This design comes from an exercise in tuning for small area and a short achievable clock period on the open sky130 flow, not from production work. At most, simulation tests tie the RTL to the original design; equivalence was not proved. For runs 4 to 7, only the layout was checked, not whether the RTL still works. Power and IR drop assume default switching activity. The clock port is modelled as an ideal driver; clocking choices that lean on that would not hold on a real chip.

<file path="flow/config.mk">
export PLATFORM = sky130hd
export DESIGN_NAME = fifo
export DESIGN_NICKNAME = fifo
export VERILOG_FILES = /design/flow/design.v
export SDC_FILE = /design/flow/constraint.sdc
export NUM_CORES = 4
export LEC_CHECK = 0
export CAP_MARGIN = 20
export CORE_MARGIN = 2
export CORE_UTILIZATION = 40
export SETUP_SLACK_MARGIN = 1.45
export SLEW_MARGIN = 20
export SYNTH_HIERARCHICAL = 1
export SYNTH_MINIMUM_KEEP_SIZE = 0
</file>
<file path="flow/constraint.sdc">
create_clock -name core_clock -period 3.3 [get_ports {clk}]
set_input_delay 0.6600 -clock core_clock [delete_from_list [all_inputs] [get_ports {clk}]]
set_output_delay 0.6600 -clock core_clock [all_outputs]
set_load 0.01 [all_outputs]
</file>
<file path="flow/design.v">
module fifo(
  input clk,rst,wr_en,rd_en,
  input [7:0] buf_in,
  output reg [7:0]buf_out,
  output buf_empty,
  output reg buf_full,
  output reg [6:0] fifo_counter
);
  reg [7:0] buf_mem[63:0];
  reg [7:0] rsel_lo0, rsel_lo1;   
  reg not_empty;
  assign buf_empty = ~not_empty;
  wire wr_acc = wr_en & ~buf_full;
  wire rd_acc = rd_en & not_empty;
  wire inc = wr_acc & ~rd_acc;
  wire dec = rd_acc & ~wr_acc;
  integer i;
  always @(posedge clk) begin
    if (wr_acc) begin
      buf_mem[1] <= buf_in;
      for (i = 2; i < 64; i = i + 1)
        buf_mem[i] <= buf_mem[i-1];
      buf_mem[0] <= buf_mem[63];
    end
  end
  wire [7:0] rsel_hi;
  fifo_dec3 u_hi (.a(fifo_counter[5:3]), .y(rsel_hi));
  wire [7:0] out_next;
  wire rd_hold_n = ~rd_acc;
  genvar gg, kk, bb;
  generate
    for (bb = 0; bb < 8; bb = bb + 1) begin : g_bit
      wire [7:0] grp;   
      wire [7:0] n;     
      wire [3:0] m;
      wire [1:0] k;
      wire h;           
      for (gg = 0; gg < 8; gg = gg + 1) begin : g_grp
        wire [7:0] lo = (gg < 4) ? rsel_lo0 : rsel_lo1;
        fifo_sel8 u_s (
          .d({buf_mem[8*gg+7][bb], buf_mem[8*gg+6][bb], buf_mem[8*gg+5][bb], buf_mem[8*gg+4][bb],
              buf_mem[8*gg+3][bb], buf_mem[8*gg+2][bb], buf_mem[8*gg+1][bb], buf_mem[8*gg][bb]}),
          .s(lo), .y(grp[gg]));
        fifo_nand3 u_n (.a(grp[gg]), .b(rsel_hi[gg]), .c(rd_acc), .y(n[gg]));
      end
      for (kk = 0; kk < 4; kk = kk + 1) begin : g_m
        fifo_nand2 u_m (.a(n[2*kk]), .b(n[2*kk+1]), .y(m[kk]));
      end
      for (kk = 0; kk < 2; kk = kk + 1) begin : g_k
        fifo_nor2 u_k (.a(m[2*kk]), .b(m[2*kk+1]), .y(k[kk]));
      end
      fifo_nand2 u_h (.a(buf_out[bb]), .b(rd_hold_n), .y(h));
      fifo_nand3 u_o (.a(k[0]), .b(k[1]), .c(h), .y(out_next[bb]));
    end
  endgenerate
  always @(posedge clk or posedge rst) begin
    if (rst)
      buf_out <= 8'd0;
    else
      buf_out <= out_next;
  end
  wire [6:0] cnt_up = fifo_counter + 7'd1;
  wire [6:0] cnt_dn = fifo_counter - 7'd1;
  always @(posedge clk or posedge rst) begin
    if (rst) begin
      fifo_counter <= 7'd0;
      rsel_lo0 <= 8'h01;
      rsel_lo1 <= 8'h01;
      not_empty <= 1'b0;
      buf_full <= 1'b0;
    end else begin
      if (inc) begin
        fifo_counter <= cnt_up;
        rsel_lo0 <= {rsel_lo0[6:0], rsel_lo0[7]};
        rsel_lo1 <= {rsel_lo1[6:0], rsel_lo1[7]};
      end else if (dec) begin
        fifo_counter <= cnt_dn;
        rsel_lo0 <= {rsel_lo0[0], rsel_lo0[7:1]};
        rsel_lo1 <= {rsel_lo1[0], rsel_lo1[7:1]};
      end
      buf_full  <= buf_full ? ~rd_en : (fifo_counter == 7'd63) & wr_en & ~rd_en;
      not_empty <= not_empty ? ~((fifo_counter == 7'd1) & rd_en & ~wr_en) : wr_en;
    end
  end
endmodule
module fifo_dec3(
  input [2:0] a,
  output [7:0] y
);
  assign y = 8'd1 << a;
endmodule
module fifo_sel8(
  input [7:0] d,
  input [7:0] s,
  output y
);
  assign y = |(d & s);
endmodule
module fifo_nand2(input a, b, output y);
  assign y = ~(a & b);
endmodule
module fifo_nand3(input a, b, c, output y);
  assign y = ~(a & b & c);
endmodule
module fifo_nor2(input a, b, output y);
  assign y = ~(a | b);
endmodule
</file>
<file path="flow/flow/run.sh">
#!/bin/bash
# Standard ORFS layout, with plain buffers on the ports, resizing not limited
# to each cell's footprint, and larger clock-tree sink clusters.
set -euo pipefail
bash standard.sh MATCH_CELL_FOOTPRINT=0 \
  "BUFFER_PORTS_ARGS=-buffer_cell sky130_fd_sc_hd__buf_4" \
  "CTS_ARGS=-sink_clustering_enable -repair_clock_nets -dont_use_dummy_load -sink_clustering_size 30 -sink_clustering_max_diameter 100" \
  finish > flow.log 2>&1
</file>
<file path="flow/standard.sh">
#!/bin/bash
# synth_recipe.tcl (not shown) runs the flow's synth.tcl, then flattens the netlist and writes it again
# the make line also repeats each setting of config.mk as NAME=value (left out here)
make -C /OpenROAD-flow-scripts/flow DESIGN_CONFIG=/design/flow/config.mk WORK_HOME=/design/flow/orfs CLKGATE_MAP_FILE= SYNTH_SCRIPT=/design/flow/synth_recipe.tcl "${@:-finish}"
</file>
==> results of run 1 <==
timing repair:
| item | 4_1_cts | 5_1_grt |
|---|---|---|
| gates cloned | 1 | 0 |
| pin swaps | 0 | 1 |
| resized for setup | 25 | 11 |
| setup endpoints to repair | 209 | 101 |
| setup buffers | 7 | 9 |
stage by stage:
step / worst slack [ps] / hold WS, ps / total power, mW / util (%) / TNS, ps
floorplan: -6510 / 427 / 8.90 / - / -2941100
CTS: 1420 / 187 / 12.4 / 44.7 / 0
detailed placement: 934 / 432 / 9.25 / 43.3 / 0
finish: 1480 / 190 / 12.3 / 45.0 / 0
global placement: 983 / 429 / 9.23 / 43.3 / 0
global route: 1430 / 196 / 12.8 / 45.0 / 0
flip-flops by register name, indices dropped and copies added (netlist names):
name and count:
rsel_lo0 8, not_empty 1, buf_out 8, fifo_counter 7
buf_mem 512, buf_full 1, rsel_lo1 8
metal layers:
metal | vias up | routed length, um | track usage, %
met2 | 332 | 20100 | 26.3
li1 | 4784 | - | -
met3 | 40 | 2310 | 1.88
met4 | 0 | 535 | 2.91
met5 | - | 0 | 0
met1 | 5528 | 19500 | 25.0
cells in the final DEF, fill, tap and decap left out, types with 2 or more instances in the layout:
cell	n
a21oi_1	2
a22oi_1	257
and3b_2	3
buf_12	7
buf_4	54
buf_6	10
clkbuf_16	23
dfrtp_1	14
dfrtp_2	11
dfrtp_4	6
dfstp_4	2
edfxtp_1	512
ha_1	3
inv_1	4
mux2i_1	17
nand2_1	57
nand3_1	65
nand3_2	8
nand4_1	67
nor2_1	18
nor3b_1	3
o21ai_1	16
xnor2_1	2
xor2_1	5
layout make-up:
| type | instances | area (um^2) |
|---|---|---|
| fill | 4292 | 26900 |
| sequential | 545 | 16200 |
| multi-input combinational | 539 | 3620 |
| tap | 664 | 831 |
| timing repair buffer | 73 | 711 |
| clock buffer | 22 | 551 |
| inverter | 6 | 26.3 |
power breakdown:
group          switching, mW  internal (mW)
Combinational          0.583          0.291
Sequential             0.244           8.07
Clock                   1.94           1.21
path summary, 6_finish.rpt:
check	from	end	slack [ps]	cells past startpoint
max	buf_out[4]	buf_out[4]	1480	1
min	rst	buf_out[6]	190	3
max reg2reg	not_empty	fifo_counter[5]	1520	6
min reg2reg	buf_mem[6][5]	buf_mem[7][5]	390	0
max in group asynchronous	rst	rsel_lo1[4]	2700	3
min in group core_clock	buf_in[5]	buf_mem[1][5]	270	1
cells in the mapped netlist, types with 2 or more instances:
cell type,number
inv_1,6
xnor2_1,2
o21ai_0,17
nand3_1,73
clkbuf_1,5
mux2i_1,17
dfstp_2,2
dfrtp_1,31
ha_1,4
nand4_1,67
xor2_1,5
nor2_1,18
a22oi_1,257
buf_2,2
a21oi_1,2
nand2_1,58
edfxtp_1,512
and3b_2,3
nor3b_1,4
per-module statistics from Yosys (local to each module, per instance):
module,cells inside,flops+latches,cell area (um^2)
fifo_nor2,1,0,3.75
fifo,641,545,16800
fifo_nand3,1,0,5.00
fifo_sel8,5,0,36.3
fifo_dec3,8,0,65.1
fifo_nand2,1,0,3.75
cells by family after synthesis:
kind of cell / Yosys count / synth area share [%]
adder cells (fa/ha/maj): 4 / 0.253
multiplexers: 17 / 0.860
flip-flops: 545 / 81.9
buffers and inverters: 13 / 0.259
AND/OR/NAND/NOR: 232 / 6.06
XOR/XNOR: 7 / 0.310
AO/OA/AOI/OAI: 279 / 10.4
==> flow_summary.ini, run 1 <==
[yosys]
syn-cell-area_um2 = 19800
synth_top_area_share_pct = 77.7
synth_top_area_cell = edfxtp_1
yosysUniqueCellTypes = 31
mappedNetlistNets = 1113
ys_async_sr_fraction_pct = 6.06
ys_warn_count = 8
synthCells = 1097
ys_seq_area_share_pct = 81.9
syn_avg_cell_area_um2 = 18.0
ys_ff_latch = 545
netlist_top_cells_area = edfxtp_1, a22oi_1, dfrtp_1, nand4_1, nand3_1
synth-main-ff-cell = edfxtp_1
synth_edf_count = 512

[global_routing]
gr-usage-all-layers_pct = 16.5
antenna_found_initial = 1
grt_max_degree = 114
grt_pass1_wl_um = 65000
grt_pass1_vias = 10500
grt-ovfl-total = 0

[sta]
maxSlewViolCount = 0
skew_ps = 61.6
slew_headroom_pct = 57.1
rsz0062_at_grt = true
worst_pin_slew_ps = 644
fmax_mhz = 550
min_period_over_period_pct = 55.1
setup_viol = 0
min_period_ps = 1820
hold_viol = 0

[worst_hold_path]
hold_class = input port to asynchronous set/reset pin

[floorplanning]
coreArea_um2 = 48800
io_pins = 29
start_util_pct = 40.5
die_area_um2 = 51300
die_x_um = 226
die_h_um = 226
rows = 81

[critical_path]
path_max_fanout = 2
slowest_stage = dfrtp_2
path_buf_inv = 1
cp-start-kind = flip-flop
required_ps = 2640
cp.arrival_ps = 1160
critPathTopFamily = flip-flops
critical_path_class = flip-flop to output port
crit_path_end_kind = output port
cpPeakStageDelay_ps = 470
cp_cell_sequence = buf_6

[clock_network]
hold_buffers = 0
clkTransAtPathRegs_ps = 110
clk_path_buf_depth = 3
cts_tree = built
root_buffer = clkbuf_16
clk_latency_ps = 560
htree_levels = 1
clock-sinks = 545
cts_made_buffers = 22

[place]
placed_cell_area_um2 = 21200
numPortBuffers = 28
gp_congestion = 0.733
dpl.hpwl_um = 23300
dp.cells = 1810

[final_layout]
area_delta_synth_final_pct = 11.1
fin_cells = 1849
nets = 1203
fin_area_um2 = 22000
layout-drive-gt1-share_pct = 11.3
n_antenna_cell = 0

[run]
max_cap_viol_count = 0

[pwr]
peakVddDrop_mv = 0.322
powerDensity_nw_per_um2 = 561
p_leak_nw = 7.20

[route]
wire_per_inst_um = 22.9
drt-total-wl_um = 42400
drt_iter0_drc = 1193
vias = 10700
drc_errors = 0
vias_per_cell = 5.78
firstDrtPassIters = 5
antenna_left = 0

[run_status]
status = timing/DRC/antenna clean
==> inputs of run 2 (changes only) <==
--- a/flow/config.mk
+++ b/flow/config.mk
@@ -8,7 +8,8 @@
 export CAP_MARGIN = 20
 export CORE_MARGIN = 2
 export CORE_UTILIZATION = 40
-export SETUP_SLACK_MARGIN = 1.45
+export GPL_ROUTABILITY_DRIVEN = 0
+export SETUP_SLACK_MARGIN = 1.4
 export SLEW_MARGIN = 20
 export SYNTH_HIERARCHICAL = 1
 export SYNTH_MINIMUM_KEEP_SIZE = 0
==> flow_summary.ini, run 2 <==
[sta]
min_period_over_period_pct = 56.1
maxSlewViolCount = 0
setup_viol = 0
skew_ps = 61.4
min_period_ps = 1850
fmax_mhz = 540
worst_pin_slew_ps = 858
layout_setup_ws_ps = 1450
hold_viol = 0
rsz0062_at_grt = false
slew_headroom_pct = 42.8

[critical_path]
crit_path_end_kind = output port
path_max_fanout = 2
cp_cell_sequence = buf_4
rr_worst_depth = 2
cp-start-kind = flip-flop
critical_path_class = flip-flop to output port
slowest_stage = dfrtp_2
cpPeakStageDelay_ps = 470
required_ps = 2640
critPathTopFamily = flip-flops
path_buf_inv = 1
r2r_end = buf_mem[56][6]
reg2reg_from = buf_full
rrSetupSlack_ps = 1460
cp.arrival_ps = 1190

[global_routing]
antenna_found_initial = 1
grt_pass1_wl_um = 64700
grt-ovfl-total = 0
grt_max_degree = 172
grt_pass1_vias = 10500
gr-usage-all-layers_pct = 16.4

[clock_network]
hold_buffers = 0
htree_levels = 1
clock-sinks = 545
cts_tree = built
cts_made_buffers = 22
clkTransAtPathRegs_ps = 120
root_buffer = clkbuf_16
clk_latency_ps = 560
clk_path_buf_depth = 3

[floorplanning]
rows = 81
coreArea_um2 = 48800
die_h_um = 226
start_util_pct = 40.5
io_pins = 29
die_x_um = 226
die_area_um2 = 51300

[yosys]
synthCells = 1097
ys_ff_latch = 545
syn-cell-area_um2 = 19800
ys_async_sr_fraction_pct = 6.06
synth_top_area_share_pct = 77.7
yosysUniqueCellTypes = 31
mappedNetlistNets = 1113
synth-main-ff-cell = edfxtp_1
synth_edf_count = 512
ys_warn_count = 8
syn_avg_cell_area_um2 = 18.0
netlist_top_cells_area = edfxtp_1, a22oi_1, dfrtp_1, nand4_1, nand3_1
synth_top_area_cell = edfxtp_1
ys_seq_area_share_pct = 81.9
synth.most_common_cell = edfxtp_1
synthTopCellsByCount = edfxtp_1, a22oi_1, nand3_1

[pwr]
intPower_mw = 9.57
switching_share_pct = 22.4
p_leak_nw = 7.16
power_mw = 12.3
clockPowerShare_pct = 25.5
p_sw_mw = 2.76
combPwrFrac_pct = 7.0
powerDensity_nw_per_um2 = 564
seqPwrFrac_pct = 67.4
peakVddDrop_mv = 0.321

[route]
vias = 10600
antenna_left = 0
firstDrtPassIters = 5
vias_per_cell = 5.74
drt-total-wl_um = 42000
drt_iter0_drc = 1224
drc_errors = 0
wire_per_inst_um = 22.7

[place]
placed_cell_area_um2 = 21200
numPortBuffers = 28
post-place-ws_ps = 934
dpl.hpwl_um = 23300

[final_layout]
layout-drive-gt1-share_pct = 10.9
fin_area_um2 = 21900
nets = 1199
top_register = buf_mem
area_delta_synth_final_pct = 10.5
largest_register_ffs = 512
n_antenna_cell = 0
final_common_cell = edfxtp_1
mostFrequentLayoutCells = edfxtp_1, a22oi_1, nand4_1, nand3_1, buf_4
fillers = 4299

[run_status]
status = timing/DRC/antenna clean

[run]
max_cap_viol_count = 0

[worst_hold_path]
hold_class = input port to asynchronous set/reset pin
run 2: changes by cell type in the layout (fill, tap and decap cells not counted), sizes merged:
cell / change
buf: -3
clkbuf: -1
run 2: kinds of logic (layout without fill, tap and decap cells):
| family | after synthesis | after routing | synth area share [%] |
|---|---|---|---|
| AOI/OAI and AO/OA | 279 | 279 | 10.4 |
| xor gates and xnor gates | 7 | 7 | 0.310 |
| adders and majority gates | 4 | 4 | 0.253 |
| buffers and inverters | 13 | 97 | 0.259 |
| DFF | 545 | 545 | 81.9 |
| muxes | 17 | 17 | 0.860 |
| and+or+nand+nor | 232 | 232 | 6.06 |
run 2: how the worst max path moves through the flow:
stage                     slack [ps]              end         from  depth (start not counted)
after floorplan                -6510  fifo_counter[6]        wr_en                          5
after global placement           980      rsel_lo1[2]        wr_en                          6
after detailed placement         930      rsel_lo0[1]        wr_en                          6
after CTS                       1400       buf_out[0]  rsel_lo1[5]                          7
after global routing            1400        buf_empty    not_empty                          2
final                           1450       buf_out[4]   buf_out[4]                          1
run 2: metrics by stage:
step           instances  hold WS [ps]  setup TNS, ps  util [%]
6_report            1845           185              0      44.8
3_5_place_dp        1810           432              0      43.3
4_1_cts             1836           187              0      44.6
2_1_floorplan       1097           427       -2941100         -
3_3_place_gp        1810           429              0      43.3
5_1_grt             1845           195              0      44.8
run 2: area by class of cell:
class                   count  area (um^2)  share of cell area (%)
repair buffers             69          608                    2.78
clock buffers              22          551                    2.52
multi-input cells         539         3620                    16.5
well taps                 664          831                    3.80
flip-flops and latches    545        16200                    74.2
inverters                   6         26.3                   0.120
run 2: power by group through the flow:
stage          registers, mW  clock network [mW]  logic [mW]
6_report                8.32                3.15       0.865
5_1_grt                 8.38                3.48       0.939
3_3_place_gp            8.54                   0       0.695
3_5_place_dp            8.55                   0       0.702
4_1_cts                 8.34                3.25       0.826
2_1_floorplan           8.51                   0       0.388
run 2: repair_timing:
item,4_1_cts,5_1_grt
setup endpoints to repair,51,165
buffers inserted,4,9
resized for setup,17,9
hold endpoints to repair,0,0
run 2: layer usage:
layer	GRT usage, %	part of all wire, %	vias to the layer above
li1	-	-	4772
met1	24.9	46	5464
met2	26.0	47	313
met3	1.88	5.4	41
met4	2.91	1.3	0
met5	0	0	-
run 2: Yosys stat by module, one instance, submodules excluded:
module	cell area, um^2	flops+latches
fifo_sel8	36.3	0
fifo_nand3	5.00	0
fifo_nand2	3.75	0
fifo	16800	545
fifo_dec3	65.1	0
fifo_nor2	3.75	0
==> inputs of run 3 (changes only) <==
==> flow/flow/run.sh (replaced) <==
#!/bin/bash
# Standard ORFS layout, with plain buffers on the ports, resizing not limited
# to each cell's footprint, and larger clock-tree sink clusters.
set -euo pipefail
bash standard.sh MATCH_CELL_FOOTPRINT=0 \
  "BUFFER_PORTS_ARGS=-buffer_cell sky130_fd_sc_hd__buf_2" \
  "CTS_ARGS=-sink_clustering_enable -repair_clock_nets -dont_use_dummy_load -sink_clustering_size 30 -sink_clustering_max_diameter 100" \
  finish > flow.log 2>&1
--- a/flow/config.mk
+++ b/flow/config.mk
@@ -8,7 +8,6 @@
 export CAP_MARGIN = 20
 export CORE_MARGIN = 2
 export CORE_UTILIZATION = 40
-export GPL_ROUTABILITY_DRIVEN = 0
 export SETUP_SLACK_MARGIN = 1.4
 export SLEW_MARGIN = 20
 export SYNTH_HIERARCHICAL = 1
==> flow_summary.ini, run 3 <==
[final_layout]
mostFrequentLayoutCells = edfxtp_1, a22oi_1, nand4_1, nand3_1, nand2_1
fin_cells = 1845
n_antenna_cell = 0
final_common_cell = edfxtp_1
layout-drive-gt1-share_pct = 10.8
area_delta_synth_final_pct = 10.2
largest_register_ffs = 512
nets = 1199
top_register = buf_mem

[pwr]
peakVddDrop_mv = 0.343
powerDensity_nw_per_um2 = 564
p_leak_nw = 7.16

[sta]
hold_viol = 0
min_period_over_period_pct = 57.6
tns_ps = 0
fmax_mhz = 526
maxSlewViolCount = 0
rsz0062_at_grt = true
setup_viol = 0
worst_pin_slew_ps = 950
min_period_ps = 1900
holdWs_ps = 170
layout_setup_ws_ps = 1400
slew_headroom_pct = 36.6
skew_ps = 63.6

[critical_path]
reg2reg_from = buf_full
critical_path_class = flip-flop to flip-flop
rr_worst_depth = 3
cp-start-kind = flip-flop
cp.arrival_ps = 2100
path_max_fanout = 185
crit_path_end_kind = flip-flop
required_ps = 3500
rrSetupSlack_ps = 1400
r2r_end = buf_mem[47][6]

[floorplanning]
die_area_um2 = 51300
coreArea_um2 = 48800
start_util_pct = 40.5
rows = 81
die_x_um = 226
io_pins = 29
die_h_um = 226

[yosys]
ys_async_sr_fraction_pct = 6.06
syn_avg_cell_area_um2 = 18.0
netlist_top_cells_area = edfxtp_1, a22oi_1, dfrtp_1, nand4_1, nand3_1
synth_top_area_share_pct = 77.7
ys_seq_area_share_pct = 81.9
synth.most_common_cell = edfxtp_1
syn-cell-area_um2 = 19800
mappedNetlistNets = 1113
ys_ff_latch = 545
synthCells = 1097
synth-main-ff-cell = edfxtp_1
yosysUniqueCellTypes = 31
synthTopCellsByCount = edfxtp_1, a22oi_1, nand3_1
ys_warn_count = 8
synth_top_area_cell = edfxtp_1
synth_edf_count = 512

[clock_network]
clkTransAtPathRegs_ps = 110
htree_levels = 1
hold_buffers = 0
cts_tree = built
clk_path_buf_depth = 3
root_buffer = clkbuf_16
clk_latency_ps = 570
cts_made_buffers = 22
clock-sinks = 545

[global_routing]
grt_pass1_vias = 10400
antenna_found_initial = 0
gr-usage-all-layers_pct = 16.2
grt-ovfl-total = 0
grt_max_degree = 186
grt_pass1_wl_um = 64000

[route]
drt-total-wl_um = 42200
antenna_left = 0
firstDrtPassIters = 5
vias = 10800
wire_per_inst_um = 22.9
vias_per_cell = 5.83
drt_iter0_drc = 1232
drc_errors = 0

[place]
dp.cells = 1809
gp_congestion = 0.731
post-place-ws_ps = 795
dpl.hpwl_um = 23000
numPortBuffers = 28

[run_status]
status = timing/DRC/antenna clean

[worst_hold_path]
hold_class = input port to asynchronous set/reset pin

[run]
max_cap_viol_count = 0
[run 3: cell counts after synthesis]
No cell type changed its count.
[run 3: power by group]
group / internal (mW) / switching [mW]
Combinational: 0.249 / 0.568
Clock: 1.21 / 1.95
Sequential: 8.07 / 0.246
Total: 9.53 / 2.76
[run 3: logic make-up after synthesis]
family / after synthesis / share of synthesized area [%]
flops: 545 / 81.9
compound gates: 279 / 10.4
simple gates: 232 / 6.06
mux: 17 / 0.860
buf+inv: 13 / 0.259
xor+xnor: 7 / 0.310
fa+ha+maj: 4 / 0.253
[run 3: stage by stage]
stage          util, %  total power, mW  instance area, um^2
5_1_grt           44.6             12.7                21800
6_report          44.6             12.3                21800
2_1_floorplan        -             8.90                19900
3_5_place_dp      43.1             9.22                21000
3_3_place_gp      43.1             9.20                21000
4_1_cts           44.4             12.4                21700
[run 3: Yosys stat by module (local to each module, per instance)]
module	flops+latches	cells	times used
fifo	545	641	1
fifo_dec3	0	8	1
fifo_sel8	0	5	64
fifo_nand3	0	1	72
fifo_nand2	0	1	40
fifo_nor2	0	1	16
[run 3: layer usage]
metal	track usage, %	vias to the layer above	routed length (um)	share of wire, %
met2	25.5	345	19900	47
li1	-	4763	-	-
met5	0	-	0	0
met4	3.42	0	641	1.5
met1	24.3	5610	19000	45
met3	2.02	40	2640	6.3
[run 3: worst max-delay path by stage]
stage,from,end,cells past startpoint
4_1_cts,rsel_lo0[6],buf_out[1],7
6_report,buf_full,buf_mem[47][6],3
2_1_floorplan,wr_en,fifo_counter[6],5
3_3_place_gp,wr_en,fifo_counter[2],7
5_1_grt,buf_full,buf_mem[35][2],3
3_5_place_dp,wr_en,fifo_counter[2],7
[run 3: repair_timing]
item | 4_1_cts | 5_1_grt
resized for setup | 17 | 12
cloned | 0 | 1
buffers inserted | 7 | 6
setup endpoints to repair | 359 | 190
[run 3: layout make-up]
type                    count  area [um^2]
flip-flops and latches    545        16200
clock buffers              22          551
inverters                   6         26.3
fillers                  4303        27000
repair buffers             69          547
multi-input cells         539         3610
well taps                 664          831
[run 3: critical path, cell delays in order (launching register included)]
cell and delay (ps):
dfrtp_1 440, nor2b_4 160, buf_12 150, buf_16 590
==> inputs of run 4 (changes only) <==
--- a/flow/design.v
+++ b/flow/design.v
@@ -25,6 +25,7 @@
   end
   wire [7:0] rsel_hi;
   fifo_dec3 u_hi (.a(fifo_counter[5:3]), .y(rsel_hi));
+  wire [7:0] hi_rd = rsel_hi & {8{rd_acc}};
   wire [7:0] out_next;
   wire rd_hold_n = ~rd_acc;
   genvar gg, kk, bb;
@@ -41,7 +42,7 @@
           .d({buf_mem[8*gg+7][bb], buf_mem[8*gg+6][bb], buf_mem[8*gg+5][bb], buf_mem[8*gg+4][bb],
               buf_mem[8*gg+3][bb], buf_mem[8*gg+2][bb], buf_mem[8*gg+1][bb], buf_mem[8*gg][bb]}),
           .s(lo), .y(grp[gg]));
-        fifo_nand3 u_n (.a(grp[gg]), .b(rsel_hi[gg]), .c(rd_acc), .y(n[gg]));
+        fifo_nand2 u_n (.a(grp[gg]), .b(hi_rd[gg]), .y(n[gg]));
       end
       for (kk = 0; kk < 4; kk = kk + 1) begin : g_m
         fifo_nand2 u_m (.a(n[2*kk]), .b(n[2*kk+1]), .y(m[kk]));
==> flow/flow/run.sh (replaced) <==
#!/bin/bash
# Standard ORFS layout, with plain buffers on the ports, resizing not limited
# to each cell's footprint, and larger clock-tree sink clusters.
set -euo pipefail
bash standard.sh MATCH_CELL_FOOTPRINT=0 \
  "BUFFER_PORTS_ARGS=-buffer_cell sky130_fd_sc_hd__buf_4" \
  "CTS_ARGS=-sink_clustering_enable -repair_clock_nets -dont_use_dummy_load -sink_clustering_size 30 -sink_clustering_max_diameter 100" \
  finish > flow.log 2>&1
==> flow_summary.ini, run 4 <==
[worst_hold_path]
hold_class = input port to asynchronous set/reset pin

[final_layout]
final_common_cell = edfxtp_1
layout-drive-gt1-share_pct = 10.9
nets = 1213
fin_area_um2 = 21900
largest_register_ffs = 512
mostFrequentLayoutCells = edfxtp_1, a22oi_1, nand2_1, nand4_1, buf_4
fin_cells = 1859
fillers = 4318
fin_util_pct = 44.9
top_register = buf_mem
area_delta_synth_final_pct = 10.9
n_antenna_cell = 0

[critical_path]
required_ps = 2640
path_buf_inv = 1
crit_path_end_kind = output port
slowest_stage = dfrtp_1
critPathTopFamily = flip-flops
cp-start-kind = flip-flop
path_max_fanout = 2
critical_path_class = flip-flop to output port
cp.arrival_ps = 1220
cpPeakStageDelay_ps = 470
cp_cell_sequence = buf_4

[route]
drt_iter0_drc = 1222
drc_errors = 0
vias_per_cell = 5.71
vias = 10600
antenna_left = 0
drt-total-wl_um = 41800
wire_per_inst_um = 22.5
firstDrtPassIters = 5

[clock_network]
htree_levels = 1
clock-sinks = 545
cts_made_buffers = 22
hold_buffers = 0
clk_latency_ps = 570
clkTransAtPathRegs_ps = 110
cts_tree = built
clk_path_buf_depth = 3
root_buffer = clkbuf_16

[floorplanning]
io_pins = 29
start_util_pct = 40.5
coreArea_um2 = 48800
die_x_um = 226
die_h_um = 226
die_area_um2 = 51200
rows = 81

[pwr]
switching_share_pct = 21.8
clockPowerShare_pct = 25.6
seqPwrFrac_pct = 67.9
power_mw = 12.3
powerDensity_nw_per_um2 = 560
combPwrFrac_pct = 6.5
p_sw_mw = 2.68
peakVddDrop_mv = 0.310
p_leak_nw = 7.26
intPower_mw = 9.59

[yosys]
synth_top_area_cell = edfxtp_1
syn_avg_cell_area_um2 = 17.9
ys_warn_count = 8
ys_async_sr_fraction_pct = 6.06
netlist_top_cells_area = edfxtp_1, a22oi_1, dfrtp_1, nand2_1, nand4_1
synth_edf_count = 512
yosysUniqueCellTypes = 32
mappedNetlistNets = 1122
synth_top_area_share_pct = 77.8
ys_ff_latch = 545
synthCells = 1106
synth.most_common_cell = edfxtp_1
ys_seq_area_share_pct = 82.0
synth-main-ff-cell = edfxtp_1
synthTopCellsByCount = edfxtp_1, a22oi_1, nand2_1
syn-cell-area_um2 = 19800

[sta]
slew_headroom_pct = 60.1
min_period_over_period_pct = 56.9
holdWs_ps = 185
worst_pin_slew_ps = 598
min_period_ps = 1880
setup_viol = 0
maxSlewViolCount = 0
tns_ps = 0
layout_setup_ws_ps = 1420
rsz0062_at_grt = true
skew_ps = 57.3
hold_viol = 0
fmax_mhz = 533

[global_routing]
grt_pass1_wl_um = 64200
antenna_found_initial = 0
gr-usage-all-layers_pct = 16.2
grt-ovfl-total = 0
grt_pass1_vias = 10400
grt_max_degree = 97

[place]
numPortBuffers = 28
gp_congestion = 0.728
post-place-ws_ps = 600
dpl.hpwl_um = 22500
dp.cells = 1811
placed_cell_area_um2 = 21000

[run_status]
status = timing/DRC/antenna clean

[run]
max_cap_viol_count = 0
[run 4: cell families after synthesis]
kind of cell	after synthesis	synth area share (%)
xor gates and xnor gates	7	0.310
and+or+nand+nor	240	5.92
buffers and inverters	14	0.279
muxes	17	0.861
DFF	545	82.0
adders and majority gates	4	0.253
AOI/OAI and AO/OA	279	10.4
[run 4: area by class of cell]
class	count	area (um^2)	share of cell area (%)
clock buffer	22	551	2.51
multi-input combinational	547	3540	16.1
inverter	5	18.8	0.0857
timing repair buffer	76	719	3.28
tap	664	831	3.79
sequential	545	16300	74.2
[run 4: worst paths after layout]
check | startpoint | slack, ps | endpoint | cells past startpoint
max in group asynchronous | rst | 2720 | rsel_lo1[7] | 3
worst min register to register | buf_mem[10][1] | 390 | buf_mem[11][1] | 0
worst max register to register | rsel_lo0[6] | 1460 | buf_out[2] | 7
worst min-delay path | rst | 190 | buf_out[6] | 3
worst max-delay path | buf_out[3] | 1420 | buf_out[3] | 1
min in group core_clock | buf_in[4] | 260 | buf_mem[1][4] | 1
[run 4: power groups by stage]
stage          Sequential (mW)  Combinational (mW)  Clock, mW
6_report                  8.33               0.793       3.14
5_1_grt                   8.39               0.854       3.42
2_1_floorplan             8.51               0.351          0
3_3_place_gp              8.53               0.572          0
3_5_place_dp              8.54               0.581          0
4_1_cts                   8.34               0.752       3.24
[run 4: tightest hold or removal path: cells and delay by family]
kind     cells  cell delay (ps)
buf+inv      3              530
[run 4: modules after synthesis, one instance, submodules excluded]
module      cell area [um^2]  copies in the design
fifo_sel8               36.3                    64
fifo_nor2               3.75                    16
fifo                   16900                     1
fifo_nand3              5.00                     8
fifo_dec3               65.1                     1
fifo_nand2              3.75                   104
[run 4: what timing repair did]
action | CTS | global route
endpoints found under the setup margin | 352 | 107
pin swaps | 0 | 1
cloned | 2 | 1
buffers inserted | 10 | 13
resized for setup | 26 | 12
[run 4: per-layer routing]
| metal | vias to the layer above | GRT usage [%] | share of wire [%] |
|---|---|---|---|
| li1 | 4749 | - | - |
| met1 | 5484 | 24.7 | 46 |
| met2 | 331 | 25.4 | 47 |
| met3 | 42 | 1.81 | 5.3 |
| met4 | 0 | 3.18 | 1.7 |
| met5 | - | 0 | 0 |
==> inputs of run 5 (changes only) <==
--- a/flow/design.v
+++ b/flow/design.v
@@ -7,7 +7,7 @@
   output reg [6:0] fifo_counter
 );
   reg [7:0] buf_mem[63:0];
-  reg [7:0] rsel_lo0, rsel_lo1;   
+  reg [7:0] rsel_lo;   
   reg not_empty;
   assign buf_empty = ~not_empty;
   wire wr_acc = wr_en & ~buf_full;
@@ -25,7 +25,6 @@
   end
   wire [7:0] rsel_hi;
   fifo_dec3 u_hi (.a(fifo_counter[5:3]), .y(rsel_hi));
-  wire [7:0] hi_rd = rsel_hi & {8{rd_acc}};
   wire [7:0] out_next;
   wire rd_hold_n = ~rd_acc;
   genvar gg, kk, bb;
@@ -37,12 +36,12 @@
       wire [1:0] k;
       wire h;           
       for (gg = 0; gg < 8; gg = gg + 1) begin : g_grp
-        wire [7:0] lo = (gg < 4) ? rsel_lo0 : rsel_lo1;
+        wire [7:0] lo = rsel_lo;
         fifo_sel8 u_s (
           .d({buf_mem[8*gg+7][bb], buf_mem[8*gg+6][bb], buf_mem[8*gg+5][bb], buf_mem[8*gg+4][bb],
               buf_mem[8*gg+3][bb], buf_mem[8*gg+2][bb], buf_mem[8*gg+1][bb], buf_mem[8*gg][bb]}),
           .s(lo), .y(grp[gg]));
-        fifo_nand2 u_n (.a(grp[gg]), .b(hi_rd[gg]), .y(n[gg]));
+        fifo_nand3 u_n (.a(grp[gg]), .b(rsel_hi[gg]), .c(rd_acc), .y(n[gg]));
       end
       for (kk = 0; kk < 4; kk = kk + 1) begin : g_m
         fifo_nand2 u_m (.a(n[2*kk]), .b(n[2*kk+1]), .y(m[kk]));
@@ -65,19 +64,16 @@
   always @(posedge clk or posedge rst) begin
     if (rst) begin
       fifo_counter <= 7'd0;
-      rsel_lo0 <= 8'h01;
-      rsel_lo1 <= 8'h01;
+      rsel_lo <= 8'h01;
       not_empty <= 1'b0;
       buf_full <= 1'b0;
     end else begin
       if (inc) begin
         fifo_counter <= cnt_up;
-        rsel_lo0 <= {rsel_lo0[6:0], rsel_lo0[7]};
-        rsel_lo1 <= {rsel_lo1[6:0], rsel_lo1[7]};
+        rsel_lo <= {rsel_lo[6:0], rsel_lo[7]};
       end else if (dec) begin
         fifo_counter <= cnt_dn;
-        rsel_lo0 <= {rsel_lo0[0], rsel_lo0[7:1]};
-        rsel_lo1 <= {rsel_lo1[0], rsel_lo1[7:1]};
+        rsel_lo <= {rsel_lo[0], rsel_lo[7:1]};
       end
       buf_full  <= buf_full ? ~rd_en : (fifo_counter == 7'd63) & wr_en & ~rd_en;
       not_empty <= not_empty ? ~((fifo_counter == 7'd1) & rd_en & ~wr_en) : wr_en;
==> flow_summary.ini, run 5 <==
[run_status]
status = timing/DRC/antenna clean

[route]
vias = 10700
wire_per_inst_um = 25.2
vias_per_cell = 6.03
antenna_left = 0
drc_errors = 0
firstDrtPassIters = 5
drt-total-wl_um = 44800
drt_iter0_drc = 1291

[yosys]
synth-adder-area-share_pct = 0.258
synth_top_area_share_pct = 79.1
synth_top_family_by_area = compound AO/OA/AOI/OAI gates
syn_avg_cell_area_um2 = 18.3
synth-main-ff-cell = edfxtp_1
synth_top_area_cell = edfxtp_1
ys_ff_latch = 537
synth_edf_count = 512
synth_compound_area_share_pct = 10.4
synthXorXnorAreaFrac_pct = 0.315
ys_warn_count = 8
synthMuxAreaShare_pct = 0.464
syn-cell-area_um2 = 19400
ys_seq_area_share_pct = 82.3
netlist_top_cells_area = edfxtp_1, a22oi_1, dfrtp_1, nand4_1, nand3_1
synthTopCellsByCount = edfxtp_1, a22oi_1, nand3_1
ys_async_sr_fraction_pct = 4.66
yosys.area_share.simple_pct = 6.02
synth.most_common_cell = edfxtp_1
yosysUniqueCellTypes = 31
mappedNetlistNets = 1079
synthCells = 1063

[global_routing]
gr-usage-all-layers_pct = 17.2
gr-usage-met3_pct = 1.95
grt_max_degree = 102
grt_use_met2_pct = 27.6
grt_pass1_wl_um = 66600
top_usage_layer = met2
antenna_found_initial = 0
grt-ovfl-total = 0
grt_pass1_vias = 10600
grt_util_met1_pct = 25.6

[floorplanning]
die_area_um2 = 50400
die_x_um = 224
die_h_um = 224
start_util_pct = 40.6
io_pins = 29
rows = 80
coreArea_um2 = 47800

[final_layout]
n_antenna_cell = 0
nets = 1181
fin_area_um2 = 21700
final_common_cell = edfxtp_1
largest_register_ffs = 512
fin_util_pct = 45.4
mostFrequentLayoutCells = edfxtp_1, a22oi_1, nand4_1, nand3_1, buf_4
area_delta_synth_final_pct = 11.8
top_register = buf_mem
reg_top3 = buf_mem: 512 flops, buf_out: 8 flops, rsel_lo: 8 flops
fillers = 4147
layout-drive-gt1-share_pct = 12.1

[critical_path]
path_max_fanout = 2
worst-path-stages = 1
cp_cell_sequence = buf_4
path_buf_inv = 1
slowest_stage = dfrtp_1
critPathTopFamily = flip-flops
cp.arrival_ps = 1210
cpPeakStageDelay_ps = 460
crit_path_end_kind = output port
rr_worst_depth = 3
cp-start-kind = flip-flop
required_ps = 2640
critical_path_class = flip-flop to output port

[place]
post-place-ws_ps = 887
gp_congestion = 0.756
placed_cell_area_um2 = 20800
dpl.hpwl_um = 22800
numPortBuffers = 28

[clock_network]
cts_made_buffers = 21
clk_path_buf_depth = 3
cts_tree = built
clkTransAtPathRegs_ps = 120
clk_latency_ps = 580
clock-sinks = 537
htree_levels = 1
root_buffer = clkbuf_16

[sta]
min_period_over_period_pct = 56.7
setup_viol = 0
tns_ps = 0
maxSlewViolCount = 0
worst_pin_slew_ps = 539
fmax_mhz = 534
slew_headroom_pct = 64.1
min_period_ps = 1870
rsz0062_at_grt = true
skew_ps = 38.5
layout_setup_ws_ps = 1430
hold_viol = 0

[pwr]
powerDensity_nw_per_um2 = 564
p_leak_nw = 7.13
peakVddDrop_mv = 0.393

[run]
max_cap_viol_count = 0

[worst_hold_path]
hold_class = input port to asynchronous set/reset pin
run 5: path summary, 6_finish.rpt:
check                           slack (ps)      startpoint              to
worst max register to register        1450        buf_full  buf_mem[32][3]
min in group core_clock                250       buf_in[2]   buf_mem[1][2]
max in group asynchronous             2780             rst      rsel_lo[7]
worst min register to register         440  buf_mem[38][0]  buf_mem[39][0]
worst max-delay path                  1430      buf_out[5]      buf_out[5]
worst min-delay path                   170             rst      rsel_lo[5]
run 5: cell families (layout without fill, tap and decap cells):
group,after synthesis,in the layout
AND/OR/NAND/NOR,224,224
multiplexers,9,9
adder cells (fa/ha/maj),4,4
buffers and inverters,11,111
flip-flops,537,537
XOR/XNOR,7,7
AO/OA/AOI/OAI,271,271
run 5: metrics by stage:
stage                     total power [mW]  instances  hold WS (ps)
final                                 12.3       1778           175
after global routing                  12.6       1778           196
after CTS                             12.3       1758           182
after detailed placement              9.21       1726           434
after global placement                9.18       1726           429
after floorplan                       8.78       1063           427
run 5: cell type report:
class / count / area [um^2] / area share, %
clock buffer: 21 / 526 / 2.42
inverter: 6 / 26.3 / 0.121
multi-input combinational: 515 / 3460 / 15.9
sequential: 537 / 16000 / 73.8
tap: 615 / 769 / 3.54
timing repair buffer: 84 / 910 / 4.19
run 5: per-layer routing:
metal / share of wire [%] / vias to the layer above
met1: 45 / 5615
met2: 48 / 365
met5: 0 / -
met4: 1.5 / 0
met3: 6.0 / 50
li1: - / 4687
run 5: per-module statistics from Yosys (local to each module, per instance):
module,flops+latches,copies in the design
fifo_nand3,0,72
fifo_nor2,0,16
fifo_nand2,0,40
fifo_sel8,0,64
fifo_dec3,0,1
fifo,537,1
run 5: repair_timing:
item	4_1_cts	5_1_grt
endpoints found under the setup margin	249	190
cloned	2	1
buffers inserted	9	19
hold buffers	0	0
gates resized for setup	15	15
run 5: worst reg2reg max path, stage by stage (launching register included):
cell and delay (ps):
dfrtp_1 440, nor2b_4 140, buf_4 360, buf_16 430
run 5: power by group:
part | total (mW) | internal, mW | switching [mW]
Combinational | 0.927 | 0.296 | 0.631
Sequential | 8.23 | 7.97 | 0.259
Clock | 3.10 | 1.16 | 1.95
==> inputs of run 6 (changes only) <==
--- a/flow/config.mk
+++ b/flow/config.mk
@@ -8,7 +8,7 @@
 export CAP_MARGIN = 20
 export CORE_MARGIN = 2
 export CORE_UTILIZATION = 40
-export SETUP_SLACK_MARGIN = 1.4
+export SETUP_SLACK_MARGIN = 1.3
 export SLEW_MARGIN = 20
 export SYNTH_HIERARCHICAL = 1
 export SYNTH_MINIMUM_KEEP_SIZE = 0
==> flow_summary.ini, run 6 <==
[pwr]
p_leak_nw = 7.06
combPwrFrac_pct = 7.4
intPower_mw = 9.42
clockPowerShare_pct = 25.2
power_mw = 12.3
p_sw_mw = 2.83
switching_share_pct = 23.1
powerDensity_nw_per_um2 = 567
peakVddDrop_mv = 0.383
seqPwrFrac_pct = 67.4

[global_routing]
grt-ovfl-total = 0
grt_pass1_vias = 10400
grt_max_degree = 124
antenna_found_initial = 0
gr-usage-all-layers_pct = 17.0
grt_pass1_wl_um = 65600

[yosys]
ys_warn_count = 8
ys_seq_area_share_pct = 82.3
synthCells = 1063
synth-adder-area-share_pct = 0.258
synth_top_family_by_area = compound AO/OA/AOI/OAI gates
yosys.area_share.simple_pct = 6.02
synth.most_common_cell = edfxtp_1
mappedNetlistNets = 1079
syn-cell-area_um2 = 19400
synth_edf_count = 512
synth-main-ff-cell = edfxtp_1
synth_top_area_cell = edfxtp_1
syn_avg_cell_area_um2 = 18.3
ys_async_sr_fraction_pct = 4.66
synthTopCellsByCount = edfxtp_1, a22oi_1, nand3_1
synthMuxAreaShare_pct = 0.464
yosysUniqueCellTypes = 31
netlist_top_cells_area = edfxtp_1, a22oi_1, dfrtp_1, nand4_1, nand3_1
synth_top_area_share_pct = 79.1
synth_compound_area_share_pct = 10.4
synthXorXnorAreaFrac_pct = 0.315
ys_ff_latch = 537

[final_layout]
top_register = buf_mem
mostFrequentLayoutCells = edfxtp_1, a22oi_1, nand4_1, nand3_1, buf_4
reg_top3 = buf_mem: 512 flops, buf_out: 8 flops, rsel_lo: 8 flops
largest_register_ffs = 512
nets = 1168
fin_area_um2 = 21600
final_common_cell = edfxtp_1
layout-drive-gt1-share_pct = 11.7
area_delta_synth_final_pct = 11.3
n_antenna_cell = 0

[sta]
maxSlewViolCount = 0
tns_ps = 0
worst_pin_slew_ps = 920
holdWs_ps = 261
hold_viol = 0
rsz0062_at_grt = true
skew_ps = 20.1
min_period_over_period_pct = 59.8
layout_setup_ws_ps = 1330
slew_headroom_pct = 38.6
fmax_mhz = 507
setup_viol = 0
min_period_ps = 1970

[place]
numPortBuffers = 28
dpl.hpwl_um = 23200
gp_congestion = 0.735
placed_cell_area_um2 = 20900
post-place-ws_ps = 904

[route]
wire_per_inst_um = 24.6
drt-total-wl_um = 43500
vias_per_cell = 6.01
antenna_left = 0
drc_errors = 0
drt_iter0_drc = 1369
vias = 10600
firstDrtPassIters = 5

[floorplanning]
start_util_pct = 40.6
die_area_um2 = 50400
die_h_um = 224
die_x_um = 224
coreArea_um2 = 47800
rows = 80
io_pins = 29

[run_status]
status = timing/DRC/antenna clean

[clock_network]
root_buffer = clkbuf_16
clk_latency_ps = 570
htree_levels = 1
clock-sinks = 537
cts_made_buffers = 21
cts_tree = built
clkTransAtPathRegs_ps = 110
clk_path_buf_depth = 3

[critical_path]
path_buf_inv = 1
cpPeakStageDelay_ps = 560
cp-start-kind = flip-flop
required_ps = 2640
slowest_stage = dfrtp_4
crit_path_end_kind = output port
cp_cell_sequence = buf_4
critPathTopFamily = flip-flops
path_max_fanout = 8
critical_path_class = flip-flop to output port
cp.arrival_ps = 1310

[worst_hold_path]
hold_class = input port to flip-flop

[run]
max_cap_viol_count = 0
[run 6: cell counts after synthesis]
No cell type changed its count.
[run 6: layout make-up]
class	instances	area, um^2
Clock buffer	21	526
Fill cell	4074	26200
Inverter	6	26.3
Multi-Input combinational cell	515	3530
Sequential cell	537	16000
Tap cell	615	769
Timing Repair Buffer	71	739
[run 6: kinds of logic (layout without fill, tap and decap cells)]
group | Yosys count | after routing
AO/OA/AOI/OAI | 271 | 271
AND/OR/NAND/NOR | 224 | 224
adder cells (fa/ha/maj) | 4 | 4
buffers and inverters | 11 | 98
multiplexers | 9 | 9
XOR/XNOR | 7 | 7
flip-flops | 537 | 537
[run 6: what timing repair did]
item | CTS | global route
endpoints found under the setup margin | 209 | 132
buffers inserted | 3 | 10
resized for setup | 7 | 7
hold buffers | 0 | 0
gates cloned | 1 | 1
[run 6: metrics by stage]
| stage | utilization, % | std cells |
|---|---|---|
| global placement | 43.6 | 1729 |
| global route | 45.2 | 1765 |
| floorplan | - | 1063 |
| CTS | 44.9 | 1754 |
| finish | 45.2 | 1765 |
| detailed placement | 43.6 | 1729 |
[run 6: worst paths after layout]
kind	startpoint	to	cells after the start	slack, ps
setup reg to reg	buf_full	buf_mem[1][4]	3	1330
setup / recovery	fifo_counter[3]	fifo_counter[3]	1	1330
hold / removal	buf_in[7]	buf_mem[1][7]	1	260
max in group asynchronous	rst	fifo_counter[3]	3	2300
min in group asynchronous	rst	buf_out[2]	2	300
hold reg to reg	buf_mem[33][6]	buf_mem[34][6]	0	450
[run 6: power groups by stage]
| stage | Combinational [mW] | Sequential [mW] | Clock, mW |
|---|---|---|---|
| final | 0.903 | 8.26 | 3.09 |
| after global routing | 0.967 | 8.32 | 3.36 |
| after CTS | 0.848 | 8.27 | 3.18 |
| after detailed placement | 0.754 | 8.45 | 0 |
| after global placement | 0.749 | 8.44 | 0 |
| after floorplan | 0.378 | 8.41 | 0 |
[run 6: per-layer routing]
metal | track usage, % | vias to the layer above | share of wire [%]
met2 | 25.6 | 436 | 45
li1 | - | 4657 | -
met3 | 2.59 | 53 | 7.9
met4 | 3.97 | 0 | 2.0
met1 | 26.1 | 5462 | 46
met5 | 0 | - | 0
[run 6: modules after synthesis, one instance, submodules excluded]
module | cell area, um^2 | cells | flip-flops and latches | times used
fifo_nor2 | 3.75 | 1 | 0 | 16
fifo_sel8 | 36.3 | 5 | 0 | 64
fifo_dec3 | 65.1 | 8 | 0 | 1
fifo | 16500 | 607 | 537 | 1
fifo_nand2 | 3.75 | 1 | 0 | 40
fifo_nand3 | 5.00 | 1 | 0 | 72
==> inputs of run 7 (changes only) <==
--- a/flow/config.mk
+++ b/flow/config.mk
@@ -8,7 +8,7 @@
 export CAP_MARGIN = 20
 export CORE_MARGIN = 2
 export CORE_UTILIZATION = 40
-export SETUP_SLACK_MARGIN = 1.3
+export SETUP_SLACK_MARGIN = 1.45
 export SLEW_MARGIN = 20
 export SYNTH_HIERARCHICAL = 1
 export SYNTH_MINIMUM_KEEP_SIZE = 0
==> flow_summary.ini, run 7 <==
[run_status]
status = timing/DRC/antenna clean

[sta]
skew_ps = 35.9
worst_pin_slew_ps = 619
layout_setup_ws_ps = 1410
slew_headroom_pct = 58.7
maxSlewViolCount = 0
hold_viol = 0
min_period_ps = 1890
fmax_mhz = 530
setup_viol = 0
tns_ps = 0
min_period_over_period_pct = 57.2
rsz0062_at_grt = true

[yosys]
synth_top_area_cell = edfxtp_1
netlist_top_cells_area = edfxtp_1, a22oi_1, dfrtp_1, nand4_1, nand3_1
ys_warn_count = 8
synth_top_area_share_pct = 79.1
synthCells = 1063
ys_seq_area_share_pct = 82.3
synth-main-ff-cell = edfxtp_1
synthTopCellsByCount = edfxtp_1, a22oi_1, nand3_1
syn_avg_cell_area_um2 = 18.3
synth_edf_count = 512
ys_ff_latch = 537
syn-cell-area_um2 = 19400
ys_async_sr_fraction_pct = 4.66
mappedNetlistNets = 1079
yosysUniqueCellTypes = 31
synth.most_common_cell = edfxtp_1

[floorplanning]
die_h_um = 224
coreArea_um2 = 47800
die_area_um2 = 50400
die_x_um = 224
io_pins = 29
rows = 80
start_util_pct = 40.6

[final_layout]
largest_register_ffs = 512
fin_cells = 1788
mostFrequentLayoutCells = edfxtp_1, a22oi_1, nand4_1, nand3_1, buf_4
n_antenna_cell = 0
area_delta_synth_final_pct = 12.7
fillers = 4139
top_register = buf_mem
nets = 1191
layout-drive-gt1-share_pct = 13.6
reg_top3 = buf_mem: 512 flops, buf_out: 8 flops, rsel_lo: 8 flops
multi_input_area_um2 = 3480
regArea_um2 = 16000
final_common_cell = edfxtp_1

[clock_network]
clkTransAtPathRegs_ps = 120
root_buffer = clkbuf_16
clk_path_buf_depth = 3
cts_tree = built
clock-sinks = 537
hold_buffers = 0
clk_latency_ps = 580
cts_made_buffers = 21
htree_levels = 1

[global_routing]
grt_max_degree = 102
grt_pass1_wl_um = 67000
grt-ovfl-total = 0
antenna_found_initial = 0
grt_pass1_vias = 10600
gr-usage-all-layers_pct = 17.3

[pwr]
power_mw = 12.3
powerDensity_nw_per_um2 = 562
p_leak_nw = 7.21
peakVddDrop_mv = 0.392

[place]
dp.cells = 1726
gp_congestion = 0.756
post-place-ws_ps = 887
dpl.hpwl_um = 22800
numPortBuffers = 28

[critical_path]
crit_path_end_kind = flip-flop
cp-start-kind = flip-flop
path_max_fanout = 101
required_ps = 3490
cp.arrival_ps = 2080
critical_path_class = flip-flop to flip-flop

[route]
vias = 10800
drc_errors = 0
firstDrtPassIters = 5
vias_per_cell = 6.05
antenna_left = 0
wire_per_inst_um = 25.2
drt-total-wl_um = 45000
drt_iter0_drc = 1250

[worst_hold_path]
hold_class = input port to asynchronous set/reset pin

[run]
max_cap_viol_count = 0
==> run 7: cell counts after synthesis <==
Identical to the previous run, type by type.
==> run 7: per-module statistics from Yosys (local to each module, per instance) <==
module	times used	flops+latches	area [um^2]	cells
fifo_dec3	1	0	65.1	8
fifo_nand3	72	0	5.00	1
fifo_sel8	64	0	36.3	5
fifo_nor2	16	0	3.75	1
fifo	1	537	16500	607
fifo_nand2	40	0	3.75	1
==> run 7: what timing repair did <==
action                                  in CTS  in global routing
pin swaps                                    0                  1
setup buffers                               15                 22
resized for setup                           28                 25
gates cloned                                 2                  2
endpoints found under the setup margin     385                377
==> run 7: cells by family (layout without fill, tap and decap cells) <==
group | Yosys count | after routing | share of synthesized area, %
DFF | 537 | 537 | 82.3
AOI/OAI and AO/OA | 271 | 271 | 10.4
and+or+nand+nor | 224 | 224 | 6.02
buffers and inverters | 11 | 121 | 0.225
muxes | 9 | 9 | 0.464
xor gates and xnor gates | 7 | 7 | 0.316
adders and majority gates | 4 | 4 | 0.258
==> run 7: final timing paths <==
| check | from | to | slack [ps] | depth (start not counted) |
|---|---|---|---|---|
| worst max-delay path | buf_full | buf_mem[32][1] | 1410 | 3 |
| worst min-delay path | rst | rsel_lo[5] | 170 | 3 |
| worst max register to register | buf_full | buf_mem[32][1] | 1410 | 3 |
| worst min register to register | buf_mem[38][0] | buf_mem[39][0] | 440 | 0 |
| max in group asynchronous | rst | rsel_lo[0] | 2770 | 3 |
| min in group core_clock | buf_in[2] | buf_mem[1][2] | 250 | 1 |
==> run 7: report_power, final <==
part / total (mW) / internal, mW / switching (mW)
registers: 8.23 / 7.97 / 0.261
clock network: 3.10 / 1.16 / 1.94
logic: 0.965 / 0.323 / 0.643
==> run 7: cell type report <==
class | instances | share of cell area [%]
Sequential cell | 537 | 73.2
Timing Repair Buffer | 94 | 4.82
Inverter | 6 | 0.120
Tap cell | 615 | 3.51
Clock buffer | 21 | 2.40
Multi-Input combinational cell | 515 | 15.9
==> run 7: metal layers <==
layer	part of all wire, %	vias to the layer above	track usage (%)
li1	-	4704	-
met1	45	5699	25.8
met2	48	371	27.9
met3	5.8	44	1.85
met4	1.6	0	3.72
met5	0	-	0
==> run 7: worst max-delay path, stage by stage, from the launching register on <==
cell and delay, ps:
dfrtp_2 460, nor2b_4 130, buf_4 360, buf_16 350
==> run 7: per-stage QoR <==
stage          instance area (um^2)  util, %  hold slack, ps
2_1_floorplan                 19500        -             427
3_3_place_gp                  20800     43.4             429
3_5_place_dp                  20800     43.4             434
4_1_cts                       21600     45.1             182
5_1_grt                       21900     45.8             196
6_report                      21900     45.8             174
==> inputs of run 8 (changes only) <==
--- a/flow/design.v
+++ b/flow/design.v
@@ -7,7 +7,7 @@
   output reg [6:0] fifo_counter
 );
   reg [7:0] buf_mem[63:0];
-  reg [7:0] rsel_lo;   
+  reg [7:0] rsel_lo0, rsel_lo1;   
   reg not_empty;
   assign buf_empty = ~not_empty;
   wire wr_acc = wr_en & ~buf_full;
@@ -36,7 +36,7 @@
       wire [1:0] k;
       wire h;           
       for (gg = 0; gg < 8; gg = gg + 1) begin : g_grp
-        wire [7:0] lo = rsel_lo;
+        wire [7:0] lo = (gg < 4) ? rsel_lo0 : rsel_lo1;
         fifo_sel8 u_s (
           .d({buf_mem[8*gg+7][bb], buf_mem[8*gg+6][bb], buf_mem[8*gg+5][bb], buf_mem[8*gg+4][bb],
               buf_mem[8*gg+3][bb], buf_mem[8*gg+2][bb], buf_mem[8*gg+1][bb], buf_mem[8*gg][bb]}),
@@ -64,16 +64,19 @@
   always @(posedge clk or posedge rst) begin
     if (rst) begin
       fifo_counter <= 7'd0;
-      rsel_lo <= 8'h01;
+      rsel_lo0 <= 8'h01;
+      rsel_lo1 <= 8'h01;
       not_empty <= 1'b0;
       buf_full <= 1'b0;
     end else begin
       if (inc) begin
         fifo_counter <= cnt_up;
-        rsel_lo <= {rsel_lo[6:0], rsel_lo[7]};
+        rsel_lo0 <= {rsel_lo0[6:0], rsel_lo0[7]};
+        rsel_lo1 <= {rsel_lo1[6:0], rsel_lo1[7]};
       end else if (dec) begin
         fifo_counter <= cnt_dn;
-        rsel_lo <= {rsel_lo[0], rsel_lo[7:1]};
+        rsel_lo0 <= {rsel_lo0[0], rsel_lo0[7:1]};
+        rsel_lo1 <= {rsel_lo1[0], rsel_lo1[7:1]};
       end
       buf_full  <= buf_full ? ~rd_en : (fifo_counter == 7'd63) & wr_en & ~rd_en;
       not_empty <= not_empty ? ~((fifo_counter == 7'd1) & rd_en & ~wr_en) : wr_en;
==> flow/flow/run.sh (replaced) <==
#!/bin/bash
# Standard ORFS layout, with plain buffers on the ports, resizing not limited
# to each cell's footprint, and larger clock-tree sink clusters.
set -euo pipefail
bash standard.sh MATCH_CELL_FOOTPRINT=0 \
  "BUFFER_PORTS_ARGS=-buffer_cell sky130_fd_sc_hd__buf_4" \
  "CTS_ARGS=-sink_clustering_enable -repair_clock_nets -dont_use_dummy_load -sink_clustering_size 24 -sink_clustering_max_diameter 80" \
  finish > flow.log 2>&1
==> flow_summary.ini, run 8 <==
[global_routing]
grt_max_degree = 172
grt_pass1_vias = 10600
grt-ovfl-total = 0
grt_pass1_wl_um = 65200
gr-usage-all-layers_pct = 16.6
antenna_found_initial = 1

[pwr]
peakVddDrop_mv = 0.365
power_mw = 12.8
powerDensity_nw_per_um2 = 578
p_leak_nw = 7.28

[critical_path]
cp-start-kind = flip-flop
crit_path_end_kind = output port
path_max_fanout = 2
critical_path_class = flip-flop to output port
slowest_stage = dfrtp_2
cp_cell_sequence = buf_6
required_ps = 2640
cpPeakStageDelay_ps = 470
cp.arrival_ps = 1200
critPathTopFamily = flip-flops
path_buf_inv = 1

[clock_network]
clock-sinks = 545
cts_made_buffers = 29
hold_buffers = 0
clkTransAtPathRegs_ps = 100
cts_tree = built
clk_path_buf_depth = 3
root_buffer = clkbuf_16
htree_levels = 1
clk_latency_ps = 590

[worst_hold_path]
hold_class = input port to asynchronous set/reset pin

[yosys]
synth_top_area_share_pct = 77.7
synth_edf_count = 512
syn_avg_cell_area_um2 = 18.0
yosysUniqueCellTypes = 31
synth_top_area_cell = edfxtp_1
synth.most_common_cell = edfxtp_1
synthTopCellsByCount = edfxtp_1, a22oi_1, nand3_1
synth-main-ff-cell = edfxtp_1
mappedNetlistNets = 1113
synthCells = 1097
netlist_top_cells_area = edfxtp_1, a22oi_1, dfrtp_1, nand4_1, nand3_1
ys_warn_count = 8
ys_seq_area_share_pct = 81.9
ys_async_sr_fraction_pct = 6.06
syn-cell-area_um2 = 19800
ys_ff_latch = 545

[place]
numPortBuffers = 28
gp_congestion = 0.733
dpl.hpwl_um = 23300

[sta]
tns_ps = 0
skew_ps = 43.8
hold_viol = 0
min_period_ps = 1860
slew_headroom_pct = 42.0
setup_viol = 0
rsz0062_at_grt = true
maxSlewViolCount = 0
min_period_over_period_pct = 56.4
worst_pin_slew_ps = 870
holdWs_ps = 157
fmax_mhz = 538

[run_status]
status = timing/DRC/antenna clean

[route]
drt_iter0_drc = 1189
drt-total-wl_um = 42500
antenna_left = 0
wire_per_inst_um = 22.9
vias_per_cell = 5.79
drc_errors = 0
firstDrtPassIters = 5
vias = 10700

[floorplanning]
coreArea_um2 = 48800
rows = 81
start_util_pct = 40.5
io_pins = 29
die_x_um = 226
die_h_um = 226
die_area_um2 = 51300

[final_layout]
n_antenna_cell = 0
fin_util_pct = 45.3
largest_register_ffs = 512
area_delta_synth_final_pct = 11.8
nets = 1210
top_register = buf_mem
layout-drive-gt1-share_pct = 11.8
final_common_cell = edfxtp_1
mostFrequentLayoutCells = edfxtp_1, a22oi_1, nand4_1, nand3_1, nand2_1

[run]
max_cap_viol_count = 0
## run 8: changes by cell type in the layout (fill, tap and decap cells not counted), sizes merged
cell / previous run / this run
nand2: 50 / 58
dfstp: 1 / 2
mux2i: 9 / 17
clkbuf: 28 / 29
buf: 87 / 73
dfrtp: 24 / 31
o21ai: 9 / 17
## run 8: cell type report
cell class                 count  area, um^2
tap                          664         831
fill                        4273       26700
multi-input combinational    539        3620
timing repair buffer          73         676
clock buffer                  29         726
inverter                       6        26.3
sequential                   545       16200
## run 8: cells by family after synthesis
kind of cell | Yosys count | share of synthesized area (%)
adder cells (fa/ha/maj) | 4 | 0.253
multiplexers | 17 | 0.860
flip-flops | 545 | 81.9
buffers and inverters | 13 | 0.259
AO/OA/AOI/OAI | 279 | 10.4
XOR/XNOR | 7 | 0.310
AND/OR/NAND/NOR | 232 | 6.06
## run 8: metal layers
metal	track usage (%)	routed length, um	vias up
met3	2.15	2420	42
li1	-	-	4799
met1	25.0	19700	5563
met5	0	0	-
met2	26.0	19900	334
met4	3.18	500	0
## run 8: final timing paths
| kind | cells past startpoint | to | start | slack [ps] |
|---|---|---|---|---|
| min in group core_clock | 1 | buf_mem[1][5] | buf_in[5] | 240 |
| max reg2reg | 2 | buf_mem[49][6] | buf_full | 1490 |
| max | 1 | buf_out[4] | buf_out[4] | 1440 |
| max in group asynchronous | 3 | rsel_lo1[1] | rst | 2710 |
| min | 3 | buf_out[6] | rst | 160 |
| min reg2reg | 0 | buf_mem[18][6] | buf_mem[17][6] | 430 |
## run 8: timing repair
item,in CTS,in global routing
resized for setup,27,11
pin swaps,0,1
buffers inserted,7,10
setup endpoints to repair,182,201
## run 8: report_power, final
part | internal, mW | switching (mW)
registers | 8.07 | 0.244
logic | 0.288 | 0.582
clock network | 1.56 | 2.04
total | 9.92 | 2.87
## run 8: modules after synthesis, one instance, submodules excluded
module / area (um^2) / times used / cells inside
fifo_sel8: 36.3 / 64 / 5
fifo_nor2: 3.75 / 16 / 1
fifo_dec3: 65.1 / 1 / 8
fifo: 16800 / 1 / 641
fifo_nand3: 5.00 / 72 / 1
fifo_nand2: 3.75 / 40 / 1
## run 8: stage by stage
step           area [um^2]  worst slack [ps]  cells
2_1_floorplan        19900             -6510   1097
3_3_place_gp         21200               983   1810
3_5_place_dp         21200               934   1810
4_1_cts              22000              1410   1846
5_1_grt              22100              1400   1856
6_report             22100              1440   1856

[static timing again, ports no longer ideal]
No port has a modelled driver above. Below, the same layouts with a new extraction and two added sets of constraints. Step 1, drivers: a clkbuf_16 drives clk and a buf_2 each remaining input, both assumed. Step 2 adds t to the input delays and takes it off the output delays; t is the mean of the earliest and latest rising clock arrival at the registers after step 1. Input paths then give back, and output paths get back, about the clock's delay inside the block. Slacks: ideal ports / drivers / drivers and shift; pairs: ideal ports / drivers.
run | t, ns | setup WS [ns] | hold slack, ns
run 1 | 0.582 | 1.481 / 1.429 / 1.247 | 0.190 / 0.158 / 0.387
run 2 | 0.583 | 1.449 / 1.395 / 1.131 | 0.185 / 0.152 / 0.386
run 3 | 0.594 | 1.398 / 1.381 / 1.040 | 0.170 / 0.132 / 0.387
run 4 | 0.595 | 1.423 / 1.366 / 1.073 | 0.185 / 0.149 / 0.385
run 5 | 0.611 | 1.427 / 1.377 / 1.129 | 0.175 / 0.145 / 0.440
run 6 | 0.609 | 1.327 / 1.279 / 0.995 | 0.261 / 0.239 / 0.450
run 7 | 0.613 | 1.413 / 1.388 / 1.087 | 0.174 / 0.145 / 0.443
run 8 | 0.623 | 1.440 / 1.388 / 1.108 | 0.157 / 0.125 / 0.426
After both steps setup and hold are still met in every run listed. The setup slack of run 3, which loses most, moves by -0.017 ns with the drivers and by -0.358 ns with both steps.
